This design comes from an exercise in tuning for small area and a short achievable clock period on the open sky130 flow, not from production work.
Function was checked by simulation only, so behaviour that the tests miss may differ from the original.
Power figures rest on the tool's default switching activity, not on a simulated workload.

**run.sh**
```bash
#!/bin/bash
# synth_recipe.tcl (not shown) runs the flow's synth.tcl, then flattens the netlist and writes it again
# the make line also repeats each setting of config.mk as NAME=value (left out here)
make -C /OpenROAD-flow-scripts/flow DESIGN_CONFIG=/design/flow/config.mk WORK_HOME=/design/flow/orfs CLKGATE_MAP_FILE= SYNTH_SCRIPT=/design/flow/synth_recipe.tcl finish
```
**config.mk**
```make
export PLATFORM = sky130hd
export DESIGN_NAME = alu_top
export DESIGN_NICKNAME = alu_top
export VERILOG_FILES = /design/flow/design.v
export SDC_FILE = /design/flow/constraint.sdc
export NUM_CORES = 4
export LEC_CHECK = 0
export CAP_MARGIN = 20
export CORE_MARGIN = 2
export CORE_UTILIZATION = 40
export SLEW_MARGIN = 20
```
**constraint.sdc**
```tcl
create_clock -name core_clock -period 25.0 [get_ports {clk}]
set_input_delay 5.0000 -clock core_clock [delete_from_list [all_inputs] [get_ports {clk}]]
set_output_delay 5.0000 -clock core_clock [all_outputs]
set_load 0.01 [all_outputs]
```
**design.v**
```verilog
module alu_top (
    input             clk,
    input      [7:0]  a,
    input      [7:0]  b,
    input      [3:0]  command,
    input             en,
    output reg [15:0] out
);
    reg  [7:0]  a_q, b_q;
    reg  [3:0]  command_q;
    reg         en_q;
    wire [15:0] alu_out;
    always @(posedge clk) begin
        a_q       <= a;
        b_q       <= b;
        command_q <= command;
        en_q      <= en;
        out       <= alu_out;
    end
    alu u_alu (.a(a_q), .b(b_q), .command(command_q), .en(en_q), .out(alu_out));
endmodule

module alu (
	input [7:0] a, b,
	input [3:0] command,
	input en,
	output [15:0] out
);
wire T0 = (command[2:0] == 3'd2) | (command[2:0] == 3'd3) | (command[2:0] == 3'd4) | (command[2:0] == 3'd6);
wire T1 = (command[2:0] == 3'd1) | (command[2:0] == 3'd2) | (command[2:0] == 3'd5);
wire T2 = (command[2:0] == 3'd1) | (command[2:0] == 3'd2) | (command[2:0] == 3'd5) | (command[2:0] == 3'd7);
wire T3 = (command[2:0] == 3'd0) | (command[2:0] == 3'd1) | (command[2:0] == 3'd4) | (command[2:0] == 3'd6) | (command[2:0] == 3'd7);
wire [7:0] r_log;
assign r_log[0] = a[0] ? (b[0] ? T3 : T2) : (b[0] ? T1 : T0);
assign r_log[1] = a[1] ? (b[1] ? T3 : T2) : (b[1] ? T1 : T0);
assign r_log[2] = a[2] ? (b[2] ? T3 : T2) : (b[2] ? T1 : T0);
assign r_log[3] = a[3] ? (b[3] ? T3 : T2) : (b[3] ? T1 : T0);
assign r_log[4] = a[4] ? (b[4] ? T3 : T2) : (b[4] ? T1 : T0);
assign r_log[5] = a[5] ? (b[5] ? T3 : T2) : (b[5] ? T1 : T0);
assign r_log[6] = a[6] ? (b[6] ? T3 : T2) : (b[6] ? T1 : T0);
assign r_log[7] = a[7] ? (b[7] ? T3 : T2) : (b[7] ? T1 : T0);
wire log_hi = (command[2:0] == 3'd2) | (command[2:0] == 3'd3) | (command[2:0] == 3'd4) | (command[2:0] == 3'd6);
wire [7:0] x = a ^ {8{command[1] & ~command[0]}};
wire [7:0] y = (b & {8{~command[0]}}) | {8{command[1] & command[0]}};
wire [8:0] s = x + y + (command[1] ^ command[0]);
wire [15:0] r_arith = {{7{command[1] & ~s[8]}}, s[8] ^ command[1], s[7:0]};
wire pp0_0 = a[0] & b[0];
wire pp0_1 = a[0] & b[1];
wire pp0_2 = a[0] & b[2];
wire pp0_3 = a[0] & b[3];
wire pp0_4 = a[0] & b[4];
wire pp0_5 = a[0] & b[5];
wire pp0_6 = a[0] & b[6];
wire pp0_7 = a[0] & b[7];
wire pp1_0 = a[1] & b[0];
wire pp1_1 = a[1] & b[1];
wire pp1_2 = a[1] & b[2];
wire pp1_3 = a[1] & b[3];
wire pp1_4 = a[1] & b[4];
wire pp1_5 = a[1] & b[5];
wire pp1_6 = a[1] & b[6];
wire pp1_7 = a[1] & b[7];
wire pp2_0 = a[2] & b[0];
wire pp2_1 = a[2] & b[1];
wire pp2_2 = a[2] & b[2];
wire pp2_3 = a[2] & b[3];
wire pp2_4 = a[2] & b[4];
wire pp2_5 = a[2] & b[5];
wire pp2_6 = a[2] & b[6];
wire pp2_7 = a[2] & b[7];
wire pp3_0 = a[3] & b[0];
wire pp3_1 = a[3] & b[1];
wire pp3_2 = a[3] & b[2];
wire pp3_3 = a[3] & b[3];
wire pp3_4 = a[3] & b[4];
wire pp3_5 = a[3] & b[5];
wire pp3_6 = a[3] & b[6];
wire pp3_7 = a[3] & b[7];
wire pp4_0 = a[4] & b[0];
wire pp4_1 = a[4] & b[1];
wire pp4_2 = a[4] & b[2];
wire pp4_3 = a[4] & b[3];
wire pp4_4 = a[4] & b[4];
wire pp4_5 = a[4] & b[5];
wire pp4_6 = a[4] & b[6];
wire pp4_7 = a[4] & b[7];
wire pp5_0 = a[5] & b[0];
wire pp5_1 = a[5] & b[1];
wire pp5_2 = a[5] & b[2];
wire pp5_3 = a[5] & b[3];
wire pp5_4 = a[5] & b[4];
wire pp5_5 = a[5] & b[5];
wire pp5_6 = a[5] & b[6];
wire pp5_7 = a[5] & b[7];
wire pp6_0 = a[6] & b[0];
wire pp6_1 = a[6] & b[1];
wire pp6_2 = a[6] & b[2];
wire pp6_3 = a[6] & b[3];
wire pp6_4 = a[6] & b[4];
wire pp6_5 = a[6] & b[5];
wire pp6_6 = a[6] & b[6];
wire pp6_7 = a[6] & b[7];
wire pp7_0 = a[7] & b[0];
wire pp7_1 = a[7] & b[1];
wire pp7_2 = a[7] & b[2];
wire pp7_3 = a[7] & b[3];
wire pp7_4 = a[7] & b[4];
wire pp7_5 = a[7] & b[5];
wire pp7_6 = a[7] & b[6];
wire pp7_7 = a[7] & b[7];
wire hs1 = pp0_6 ^ pp1_5;
wire hc2 = pp0_6 & pp1_5;
wire fs3 = pp0_7 ^ pp1_6 ^ pp2_5;
wire fc4 = (pp0_7 & pp1_6) | (pp0_7 & pp2_5) | (pp1_6 & pp2_5);
wire hs5 = pp3_4 ^ pp4_3;
wire hc6 = pp3_4 & pp4_3;
wire fs7 = pp1_7 ^ pp2_6 ^ pp3_5;
wire fc8 = (pp1_7 & pp2_6) | (pp1_7 & pp3_5) | (pp2_6 & pp3_5);
wire hs9 = pp4_4 ^ pp5_3;
wire hc10 = pp4_4 & pp5_3;
wire fs11 = pp2_7 ^ pp3_6 ^ pp4_5;
wire fc12 = (pp2_7 & pp3_6) | (pp2_7 & pp4_5) | (pp3_6 & pp4_5);
wire hs13 = pp0_4 ^ pp1_3;
wire hc14 = pp0_4 & pp1_3;
wire fs15 = pp0_5 ^ pp1_4 ^ pp2_3;
wire fc16 = (pp0_5 & pp1_4) | (pp0_5 & pp2_3) | (pp1_4 & pp2_3);
wire hs17 = pp3_2 ^ pp4_1;
wire hc18 = pp3_2 & pp4_1;
wire fs19 = hs1 ^ pp2_4 ^ pp3_3;
wire fc20 = (hs1 & pp2_4) | (hs1 & pp3_3) | (pp2_4 & pp3_3);
wire fs21 = pp4_2 ^ pp5_1 ^ pp6_0;
wire fc22 = (pp4_2 & pp5_1) | (pp4_2 & pp6_0) | (pp5_1 & pp6_0);
wire fs23 = fs3 ^ hs5 ^ pp5_2;
wire fc24 = (fs3 & hs5) | (fs3 & pp5_2) | (hs5 & pp5_2);
wire fs25 = pp6_1 ^ pp7_0 ^ hc2;
wire fc26 = (pp6_1 & pp7_0) | (pp6_1 & hc2) | (pp7_0 & hc2);
wire fs27 = fs7 ^ hs9 ^ pp6_2;
wire fc28 = (fs7 & hs9) | (fs7 & pp6_2) | (hs9 & pp6_2);
wire fs29 = pp7_1 ^ fc4 ^ hc6;
wire fc30 = (pp7_1 & fc4) | (pp7_1 & hc6) | (fc4 & hc6);
wire fs31 = fs11 ^ pp5_4 ^ pp6_3;
wire fc32 = (fs11 & pp5_4) | (fs11 & pp6_3) | (pp5_4 & pp6_3);
wire fs33 = pp7_2 ^ fc8 ^ hc10;
wire fc34 = (pp7_2 & fc8) | (pp7_2 & hc10) | (fc8 & hc10);
wire fs35 = pp3_7 ^ pp4_6 ^ pp5_5;
wire fc36 = (pp3_7 & pp4_6) | (pp3_7 & pp5_5) | (pp4_6 & pp5_5);
wire fs37 = pp6_4 ^ pp7_3 ^ fc12;
wire fc38 = (pp6_4 & pp7_3) | (pp6_4 & fc12) | (pp7_3 & fc12);
wire fs39 = pp4_7 ^ pp5_6 ^ pp6_5;
wire fc40 = (pp4_7 & pp5_6) | (pp4_7 & pp6_5) | (pp5_6 & pp6_5);
wire hs41 = pp0_3 ^ pp1_2;
wire hc42 = pp0_3 & pp1_2;
wire fs43 = hs13 ^ pp2_2 ^ pp3_1;
wire fc44 = (hs13 & pp2_2) | (hs13 & pp3_1) | (pp2_2 & pp3_1);
wire fs45 = fs15 ^ hs17 ^ pp5_0;
wire fc46 = (fs15 & hs17) | (fs15 & pp5_0) | (hs17 & pp5_0);
wire fs47 = fs19 ^ fs21 ^ fc16;
wire fc48 = (fs19 & fs21) | (fs19 & fc16) | (fs21 & fc16);
wire fs49 = fs23 ^ fs25 ^ fc20;
wire fc50 = (fs23 & fs25) | (fs23 & fc20) | (fs25 & fc20);
wire fs51 = fs27 ^ fs29 ^ fc24;
wire fc52 = (fs27 & fs29) | (fs27 & fc24) | (fs29 & fc24);
wire fs53 = fs31 ^ fs33 ^ fc28;
wire fc54 = (fs31 & fs33) | (fs31 & fc28) | (fs33 & fc28);
wire fs55 = fs35 ^ fs37 ^ fc32;
wire fc56 = (fs35 & fs37) | (fs35 & fc32) | (fs37 & fc32);
wire fs57 = fs39 ^ pp7_4 ^ fc36;
wire fc58 = (fs39 & pp7_4) | (fs39 & fc36) | (pp7_4 & fc36);
wire fs59 = pp5_7 ^ pp6_6 ^ pp7_5;
wire fc60 = (pp5_7 & pp6_6) | (pp5_7 & pp7_5) | (pp6_6 & pp7_5);
wire hs61 = pp0_2 ^ pp1_1;
wire hc62 = pp0_2 & pp1_1;
wire fs63 = hs41 ^ pp2_1 ^ pp3_0;
wire fc64 = (hs41 & pp2_1) | (hs41 & pp3_0) | (pp2_1 & pp3_0);
wire fs65 = fs43 ^ pp4_0 ^ hc42;
wire fc66 = (fs43 & pp4_0) | (fs43 & hc42) | (pp4_0 & hc42);
wire fs67 = fs45 ^ hc14 ^ fc44;
wire fc68 = (fs45 & hc14) | (fs45 & fc44) | (hc14 & fc44);
wire fs69 = fs47 ^ hc18 ^ fc46;
wire fc70 = (fs47 & hc18) | (fs47 & fc46) | (hc18 & fc46);
wire fs71 = fs49 ^ fc22 ^ fc48;
wire fc72 = (fs49 & fc22) | (fs49 & fc48) | (fc22 & fc48);
wire fs73 = fs51 ^ fc26 ^ fc50;
wire fc74 = (fs51 & fc26) | (fs51 & fc50) | (fc26 & fc50);
wire fs75 = fs53 ^ fc30 ^ fc52;
wire fc76 = (fs53 & fc30) | (fs53 & fc52) | (fc30 & fc52);
wire fs77 = fs55 ^ fc34 ^ fc54;
wire fc78 = (fs55 & fc34) | (fs55 & fc54) | (fc34 & fc54);
wire fs79 = fs57 ^ fc38 ^ fc56;
wire fc80 = (fs57 & fc38) | (fs57 & fc56) | (fc38 & fc56);
wire fs81 = fs59 ^ fc40 ^ fc58;
wire fc82 = (fs59 & fc40) | (fs59 & fc58) | (fc40 & fc58);
wire fs83 = pp6_7 ^ pp7_6 ^ fc60;
wire fc84 = (pp6_7 & pp7_6) | (pp6_7 & fc60) | (pp7_6 & fc60);
wire [15:0] m_x = {1'b0, pp7_7, fs83, fs81, fs79, fs77, fs75, fs73, fs71, fs69, fs67, fs65, fs63, hs61, pp0_1, pp0_0};
wire [15:0] m_y = {1'b0, fc84, fc82, fc80, fc78, fc76, fc74, fc72, fc70, fc68, fc66, fc64, hc62, pp2_0, pp1_0, 1'b0};
wire [15:0] r_mul = m_x + m_y;
wire bnz = |b;
wire e85 = a[6] ~^ b[0];
wire e86 = a[7] ~^ b[1];
wire E87 = e86 & e85;
wire V88 = e86 ? a[6] : a[7];
wire ge89 = E87 | V88;
wire d90 = ~e85;
wire d91 = e86 ^ (e85 | a[6]);
wire c92 = ge89 & (b <= 8'd3);
wire e93 = ~a[6];
wire e94 = a[7] ~^ b[0];
wire E95 = e94 & e93;
wire V96 = e94 ? a[6] : a[7];
wire ge97 = E95 | V96;
wire d98 = ~e93;
wire d99 = e94 ^ (e93 | a[6]);
wire c100 = ge97 & (b <= 8'd1);
wire [10:0] b3 = 3 * {3'b0, b};
wire e101 = a[6] ~^ b3[0];
wire e102 = a[7] ~^ b3[1];
wire E103 = e102 & e101;
wire V104 = e102 ? a[6] : a[7];
wire ge105 = E103 | V104;
wire d106 = ~e101;
wire d107 = e102 ^ (e101 | a[6]);
wire c108 = ge105 & (b <= 8'd1);
wire q7 = c100;
wire q6 = (c100 ? c108 : c92);
wire s109 = ~c92;
wire s110 = c92 & ~c100;
wire s111 = c100 & ~c108;
wire s112 = c108;
wire r113 = (s109 & a[6]) | (s110 & d90) | (s111 & d98) | (s112 & d106);
wire r114 = (s109 & a[7]) | (s110 & d91) | (s111 & d99) | (s112 & d107);
wire e115 = a[4] ~^ b[0];
wire e116 = a[5] ~^ b[1];
wire e117 = r113 ~^ b[2];
wire e118 = r114 ~^ b[3];
wire E119 = e116 & e115;
wire V120 = e116 ? a[4] : a[5];
wire E121 = e118 & e117;
wire V122 = e118 ? r113 : r114;
wire E123 = e117 & E119;
wire V124 = e117 ? V120 : r113;
wire E125 = E121 & E119;
wire V126 = E121 ? V120 : V122;
wire ge127 = E125 | V126;
wire d128 = ~e115;
wire d129 = e116 ^ (e115 | a[4]);
wire d130 = e117 ^ (E119 | V120);
wire d131 = e118 ^ (E123 | V124);
wire c132 = ge127 & (b <= 8'd15);
wire e133 = ~a[4];
wire e134 = a[5] ~^ b[0];
wire e135 = r113 ~^ b[1];
wire e136 = r114 ~^ b[2];
wire E137 = e134 & e133;
wire V138 = e134 ? a[4] : a[5];
wire E139 = e136 & e135;
wire V140 = e136 ? r113 : r114;
wire E141 = e135 & E137;
wire V142 = e135 ? V138 : r113;
wire E143 = E139 & E137;
wire V144 = E139 ? V138 : V140;
wire ge145 = E143 | V144;
wire d146 = ~e133;
wire d147 = e134 ^ (e133 | a[4]);
wire d148 = e135 ^ (E137 | V138);
wire d149 = e136 ^ (E141 | V142);
wire c150 = ge145 & (b <= 8'd7);
wire e151 = a[4] ~^ b3[0];
wire e152 = a[5] ~^ b3[1];
wire e153 = r113 ~^ b3[2];
wire e154 = r114 ~^ b3[3];
wire E155 = e152 & e151;
wire V156 = e152 ? a[4] : a[5];
wire E157 = e154 & e153;
wire V158 = e154 ? r113 : r114;
wire E159 = e153 & E155;
wire V160 = e153 ? V156 : r113;
wire E161 = E157 & E155;
wire V162 = E157 ? V156 : V158;
wire ge163 = E161 | V162;
wire d164 = ~e151;
wire d165 = e152 ^ (e151 | a[4]);
wire d166 = e153 ^ (E155 | V156);
wire d167 = e154 ^ (E159 | V160);
wire c168 = ge163 & (b <= 8'd5);
wire q5 = c150;
wire q4 = (c150 ? c168 : c132);
wire s169 = ~c132;
wire s170 = c132 & ~c150;
wire s171 = c150 & ~c168;
wire s172 = c168;
wire r173 = (s169 & a[4]) | (s170 & d128) | (s171 & d146) | (s172 & d164);
wire r174 = (s169 & a[5]) | (s170 & d129) | (s171 & d147) | (s172 & d165);
wire r175 = (s169 & r113) | (s170 & d130) | (s171 & d148) | (s172 & d166);
wire r176 = (s169 & r114) | (s170 & d131) | (s171 & d149) | (s172 & d167);
wire e177 = a[2] ~^ b[0];
wire e178 = a[3] ~^ b[1];
wire e179 = r173 ~^ b[2];
wire e180 = r174 ~^ b[3];
wire e181 = r175 ~^ b[4];
wire e182 = r176 ~^ b[5];
wire E183 = e178 & e177;
wire V184 = e178 ? a[2] : a[3];
wire E185 = e180 & e179;
wire V186 = e180 ? r173 : r174;
wire E187 = e182 & e181;
wire V188 = e182 ? r175 : r176;
wire E189 = e179 & E183;
wire V190 = e179 ? V184 : r173;
wire E191 = E185 & E183;
wire V192 = E185 ? V184 : V186;
wire E193 = e181 & E191;
wire V194 = e181 ? V192 : r175;
wire E195 = E187 & E191;
wire V196 = E187 ? V192 : V188;
wire ge197 = E195 | V196;
wire d198 = ~e177;
wire d199 = e178 ^ (e177 | a[2]);
wire d200 = e179 ^ (E183 | V184);
wire d201 = e180 ^ (E189 | V190);
wire d202 = e181 ^ (E191 | V192);
wire d203 = e182 ^ (E193 | V194);
wire c204 = ge197 & (b <= 8'd63);
wire e205 = ~a[2];
wire e206 = a[3] ~^ b[0];
wire e207 = r173 ~^ b[1];
wire e208 = r174 ~^ b[2];
wire e209 = r175 ~^ b[3];
wire e210 = r176 ~^ b[4];
wire E211 = e206 & e205;
wire V212 = e206 ? a[2] : a[3];
wire E213 = e208 & e207;
wire V214 = e208 ? r173 : r174;
wire E215 = e210 & e209;
wire V216 = e210 ? r175 : r176;
wire E217 = e207 & E211;
wire V218 = e207 ? V212 : r173;
wire E219 = E213 & E211;
wire V220 = E213 ? V212 : V214;
wire E221 = e209 & E219;
wire V222 = e209 ? V220 : r175;
wire E223 = E215 & E219;
wire V224 = E215 ? V220 : V216;
wire ge225 = E223 | V224;
wire d226 = ~e205;
wire d227 = e206 ^ (e205 | a[2]);
wire d228 = e207 ^ (E211 | V212);
wire d229 = e208 ^ (E217 | V218);
wire d230 = e209 ^ (E219 | V220);
wire d231 = e210 ^ (E221 | V222);
wire c232 = ge225 & (b <= 8'd31);
wire e233 = a[2] ~^ b3[0];
wire e234 = a[3] ~^ b3[1];
wire e235 = r173 ~^ b3[2];
wire e236 = r174 ~^ b3[3];
wire e237 = r175 ~^ b3[4];
wire e238 = r176 ~^ b3[5];
wire E239 = e234 & e233;
wire V240 = e234 ? a[2] : a[3];
wire E241 = e236 & e235;
wire V242 = e236 ? r173 : r174;
wire E243 = e238 & e237;
wire V244 = e238 ? r175 : r176;
wire E245 = e235 & E239;
wire V246 = e235 ? V240 : r173;
wire E247 = E241 & E239;
wire V248 = E241 ? V240 : V242;
wire E249 = e237 & E247;
wire V250 = e237 ? V248 : r175;
wire E251 = E243 & E247;
wire V252 = E243 ? V248 : V244;
wire ge253 = E251 | V252;
wire d254 = ~e233;
wire d255 = e234 ^ (e233 | a[2]);
wire d256 = e235 ^ (E239 | V240);
wire d257 = e236 ^ (E245 | V246);
wire d258 = e237 ^ (E247 | V248);
wire d259 = e238 ^ (E249 | V250);
wire c260 = ge253 & (b <= 8'd21);
wire q3 = c232;
wire q2 = (c232 ? c260 : c204);
wire s261 = ~c204;
wire s262 = c204 & ~c232;
wire s263 = c232 & ~c260;
wire s264 = c260;
wire r265 = (s261 & a[2]) | (s262 & d198) | (s263 & d226) | (s264 & d254);
wire r266 = (s261 & a[3]) | (s262 & d199) | (s263 & d227) | (s264 & d255);
wire r267 = (s261 & r173) | (s262 & d200) | (s263 & d228) | (s264 & d256);
wire r268 = (s261 & r174) | (s262 & d201) | (s263 & d229) | (s264 & d257);
wire r269 = (s261 & r175) | (s262 & d202) | (s263 & d230) | (s264 & d258);
wire r270 = (s261 & r176) | (s262 & d203) | (s263 & d231) | (s264 & d259);
wire e271 = a[0] ~^ b[0];
wire e272 = a[1] ~^ b[1];
wire e273 = r265 ~^ b[2];
wire e274 = r266 ~^ b[3];
wire e275 = r267 ~^ b[4];
wire e276 = r268 ~^ b[5];
wire e277 = r269 ~^ b[6];
wire e278 = r270 ~^ b[7];
wire E279 = e272 & e271;
wire V280 = e272 ? a[0] : a[1];
wire E281 = e274 & e273;
wire V282 = e274 ? r265 : r266;
wire E283 = e276 & e275;
wire V284 = e276 ? r267 : r268;
wire E285 = e278 & e277;
wire V286 = e278 ? r269 : r270;
wire E287 = e273 & E279;
wire V288 = e273 ? V280 : r265;
wire E289 = E281 & E279;
wire V290 = E281 ? V280 : V282;
wire E291 = e277 & E283;
wire V292 = e277 ? V284 : r269;
wire E293 = E285 & E283;
wire V294 = E285 ? V284 : V286;
wire E295 = e275 & E289;
wire V296 = e275 ? V290 : r267;
wire E297 = E283 & E289;
wire V298 = E283 ? V290 : V284;
wire E299 = E291 & E289;
wire V300 = E291 ? V290 : V292;
wire E301 = E293 & E289;
wire V302 = E293 ? V290 : V294;
wire ge303 = E301 | V302;
wire c304 = ge303;
wire e305 = ~a[0];
wire e306 = a[1] ~^ b[0];
wire e307 = r265 ~^ b[1];
wire e308 = r266 ~^ b[2];
wire e309 = r267 ~^ b[3];
wire e310 = r268 ~^ b[4];
wire e311 = r269 ~^ b[5];
wire e312 = r270 ~^ b[6];
wire E313 = e306 & e305;
wire V314 = e306 ? a[0] : a[1];
wire E315 = e308 & e307;
wire V316 = e308 ? r265 : r266;
wire E317 = e310 & e309;
wire V318 = e310 ? r267 : r268;
wire E319 = e312 & e311;
wire V320 = e312 ? r269 : r270;
wire E321 = e307 & E313;
wire V322 = e307 ? V314 : r265;
wire E323 = E315 & E313;
wire V324 = E315 ? V314 : V316;
wire E325 = e311 & E317;
wire V326 = e311 ? V318 : r269;
wire E327 = E319 & E317;
wire V328 = E319 ? V318 : V320;
wire E329 = e309 & E323;
wire V330 = e309 ? V324 : r267;
wire E331 = E317 & E323;
wire V332 = E317 ? V324 : V318;
wire E333 = E325 & E323;
wire V334 = E325 ? V324 : V326;
wire E335 = E327 & E323;
wire V336 = E327 ? V324 : V328;
wire ge337 = E335 | V336;
wire c338 = ge337 & (b <= 8'd127);
wire e339 = a[0] ~^ b3[0];
wire e340 = a[1] ~^ b3[1];
wire e341 = r265 ~^ b3[2];
wire e342 = r266 ~^ b3[3];
wire e343 = r267 ~^ b3[4];
wire e344 = r268 ~^ b3[5];
wire e345 = r269 ~^ b3[6];
wire e346 = r270 ~^ b3[7];
wire E347 = e340 & e339;
wire V348 = e340 ? a[0] : a[1];
wire E349 = e342 & e341;
wire V350 = e342 ? r265 : r266;
wire E351 = e344 & e343;
wire V352 = e344 ? r267 : r268;
wire E353 = e346 & e345;
wire V354 = e346 ? r269 : r270;
wire E355 = e341 & E347;
wire V356 = e341 ? V348 : r265;
wire E357 = E349 & E347;
wire V358 = E349 ? V348 : V350;
wire E359 = e345 & E351;
wire V360 = e345 ? V352 : r269;
wire E361 = E353 & E351;
wire V362 = E353 ? V352 : V354;
wire E363 = e343 & E357;
wire V364 = e343 ? V358 : r267;
wire E365 = E351 & E357;
wire V366 = E351 ? V358 : V352;
wire E367 = E359 & E357;
wire V368 = E359 ? V358 : V360;
wire E369 = E361 & E357;
wire V370 = E361 ? V358 : V362;
wire ge371 = E369 | V370;
wire c372 = ge371 & (b <= 8'd85);
wire q1 = c338;
wire q0 = (c338 ? c372 : c304);
wire [15:0] r_div = {8'd0, {q7,q6,q5,q4,q3,q2,q1,q0} & {8{bnz}}};
reg [15:0] o;
always @(*) begin
	case (command)
	4'd0, 4'd1, 4'd2, 4'd3: o = r_arith;
	4'd4: o = r_mul;
	4'd5: o = r_div;
	4'd6: o = {7'd0, a, 1'b0};
	4'd7: o = {9'd0, a[7:1]};
	default: o = {{8{log_hi}}, r_log};
	endcase
end
assign out = en ? o : 16'd0;
endmodule
```
==> run summary <==
clk_skew=0.0110 ns; post-synthesis mux area share=about 2.9%; Fin. Hold Viols=0; DIE WIDTH=131 um; Setup Viol. Count Final=0; Worst Hold Class=flip-flop to flip-flop; status=timing/DRC/antenna clean; Pint=just over 0.0002 W; wire per inst=19.4 um; final instance area=around 7000 sq um; clock transition at the registers of the reported paths=approximately 0.06 ns; Post-synth top cells=78 x inv_1, 68 x nor2_1, 63 x ha_1, 57 x a21oi_1, 48 x nand2_1; Clock Root Buffer=clkbuf_16; Worst path most repeated cell=maj3_2; Sw Ratio=a little under half; die footprint=approximately 17000 sq um; Core Box Area=15900 sq um; Iter 0 DRT Violations=roughly 600; chip height=131 um; Worst Path Arrival=7.36 ns; Mapped Nets=between 900 and 1000; CP cell instances=clkinv_1 > ha_1 > inv_1 > a211oi_2 > o31ai_4 > a221oi_4 > nor2_1 > o31ai_2 > o21a_2 > o22ai_1 > o221a_2 > o311ai_4 > and2_1 > a2bb2oi_1 > o311a_2 > maj3_2 > maj3_2 > maj3_2 > nor3_2 > a21oi_1 > a211oi_1; type of origin of the critical path=flip-flop; via-per-instance ratio=roughly 5.8; dpl hpwl=15.3 mm; Slew Viols, Final=0; relative slew slack=between 20% and 30%; Crit Path Class=flip-flop to flip-flop; first-pass GRT wire length=approximately 32 mm; Setup Buffers After CTS=0; Power Density=52.8 nW/um^2; post-layout net count=935; Comb pwr share=64.0%; fill cell count=1620; CP required=approximately 25 ns; crit path max fanout=14; RSZ-0062 raised after global routing=no; Least-Margin Pin Slew=between 1 and 1.5 ns; Yosys top cell by area=ha_1; Synth Area in Compound Gates=26.9%; via count=5997; Flop pwr share=18.5%; simple logic cell fraction of the synthesized area=15.3%; Synth Cell Area=about 6500 sq um; Synth warnings=2; EDFF count, synth=0; prevailing post-synth register cell=dfxtp_1; Yosys reg bits=37; CTS tree=yes; Hold-fix buffers, CTS=0; Worst setup EP type=flip-flop; Post-Syn Instances=800; Antenna Nets Post-Route=0; top cells by area, synth=ha_1 12%, fa_1 12%, dfxtp_1 11%, xnor2_1 6.2%, inv_1 4.5%; fraction of registers with async set/reset=0%; share of cells above drive strength 1=7.64%; drt total wl=20.0 mm; largest family of logic cells by synthesized area=adder cells; TNS Setup=0 ns; Area growth syn-to-layout=10.4%; H-Tree Depth=2; DP Area=7000 sq um; PostCTS Resize Cnt=0; largest net degree at the start of global routing=26; Max Buffers Root-to-Sink=2; CTS sink count=37; Synth Area per Inst=between 8 and 9 sq um; switching power=roughly 0.00017 W; initial antenna violation count=0; Final Util=45.1%; share of total power in the clock network=17.5%; row cnt=46; Detailed Routing Iterations Pass 1=5; n_diodes=0; post-synth cell types=90; vias in the first global route=5909; Starting Density=around two fifths; DRC Markers=0; register area share after synthesis=between 10% and 20%; crit path max-delay cell type=o31ai_2; top-count cell post-synth=inv_1; clock latency (worst-skew pair)=roughly 0.31 ns; I/O pin cnt=38; fmax=140 MHz; Leak Pwr=a little under 3 nW; Final Cycle Share=28.6%; port bufs=37; VDD IR max=0.0288 mV; slowest stage delay, CP=0.69 ns; CTS Buf Count=5; max-cap violations=0; Tot GR Track Use=approximately a quarter; final worst path period need=around 7 ns; Final GP Congestion=0.983; GR Overflow Total=0; xor and xnor area share after synthesis=9.05%; Synth top area share=12.2%; Synth Area in Adders=27.1%
[area by class of cell]
cell class	instances	area, sq um	share of cell area [%]
clock buffers	5	125	1.75
clock inverters	3	17.5	0.245
inverters	85	319	4.46
multi-input cells	640	5280	73.7
flip-flops and latches	37	741	10.3
well taps	216	270	3.78
repair buffers	42	408	5.70
[sequential cells by signal, summed over array words and instances, names as in the netlist]
signal	count
en_q	1
a_q	8
command_q	4
b_q	8
out	16
[final timing paths]
kind | from | end | slack [ns] | cells past startpoint
max | b_q[1] | out[1] | 17.86 | 21
min | en_q | out[2] | 0.50 | 2
max reg2reg | b_q[1] | out[1] | 17.86 | 21
min reg2reg | en_q | out[2] | 0.50 | 2
[per-stage QoR]
step | power [W] | setup slack (ns) | hold WS, ns | std cells
final | 0.000378 | 17.86 | 0.496 | 1028
after global routing | 0.000411 | 17.35 | 0.533 | 1028
after detailed placement | 0.000309 | 17.65 | 0.480 | 1020
after global placement | 0.000309 | 17.84 | 0.485 | 1020
after CTS | 0.000377 | 17.65 | 0.496 | 1028
after floorplan | 0.000255 | 18.97 | 0.440 | 800
[cells by family after synthesis]
group | after synthesis
AOI/OAI and AO/OA | 235
xor gates and xnor gates | 67
adders and majority gates | 120
buffers and inverters | 123
DFF | 37
muxes | 12
and+or+nand+nor | 206
[worst max-delay path: cells and delay by family (launching register included)]
kind / cells / cell delay, ns
fa+ha+maj: 4 / 1.56
flops: 1 / 0.68
compound gates: 12 / 3.44
simple gates: 3 / 0.68
buf+inv: 2 / 0.69
[power by group through the flow]
stage	clock (W)	combinational, W	sequential, W
4_1_cts	0.0000675	0.000240	0.0000697
2_1_floorplan	0	0.000186	0.0000691
5_1_grt	0.0000701	0.000270	0.0000706
6_report	0.0000662	0.000242	0.0000698
3_3_place_gp	0	0.000238	0.0000709
3_5_place_dp	0	0.000238	0.0000710
[cells in the final DEF (no fill, tap or decap), drive strengths merged, types with 6 or more instances in the layout]
cell | netlist | layout
a31oi | 6 | 6
o21a | 6 | 6
a22oi | 6 | 6
o31ai | 8 | 8
a21oi | 61 | 61
nor2 | 69 | 69
clkinv | 5 | 7
or2 | 6 | 6
a21o | 12 | 12
xnor2 | 46 | 46
nor3 | 22 | 22
o211ai | 8 | 8
inv | 80 | 80
dfxtp | 37 | 37
fa | 39 | 39
nand2 | 48 | 48
maj3 | 18 | 18
o21ai | 33 | 33
xor2 | 21 | 21
ha | 63 | 63
nor2b | 12 | 12
o21bai | 16 | 16
a221oi | 12 | 12
clkdlybuf4s50 | 0 | 37
nand2b | 6 | 6
a211oi | 15 | 15
and2 | 21 | 21
[per-layer routing]
metal	GRT usage, %	routed length (um)
met1	30.9	8940
met2	36.8	8860
met3	4.09	1340
met4	11.4	826
met5	0	0

-- static timing again, ports no longer ideal --
How much do the figures lean on ideal ports? The routed layout below was timed once more, with nothing changed but the port constraints. Step 1 assumes that a clkbuf_16 drives the clock port and a buf_2 every other input. Step 2 adds t to the input delays and takes it off the output delays; t is the mean of the earliest and latest rising clock arrival at the registers after step 1. Input paths then give back, and output paths get back, about the clock's delay inside the block. Three values: ideal, step 1, step 2; two values: the first two.
t, ns: 0.346
slack for setup (ns): 17.860 / 17.860 / 17.860
hold slack, ns: 0.496 / 0.496 / 0.496
clock arrival spread, ns: 0.016 / 0.016
pins driven straight from the clock port: 1
After both steps this run still meets setup and hold. The setup slack of this run moves by 0.000 ns with the drivers and by 0.000 ns with both steps.
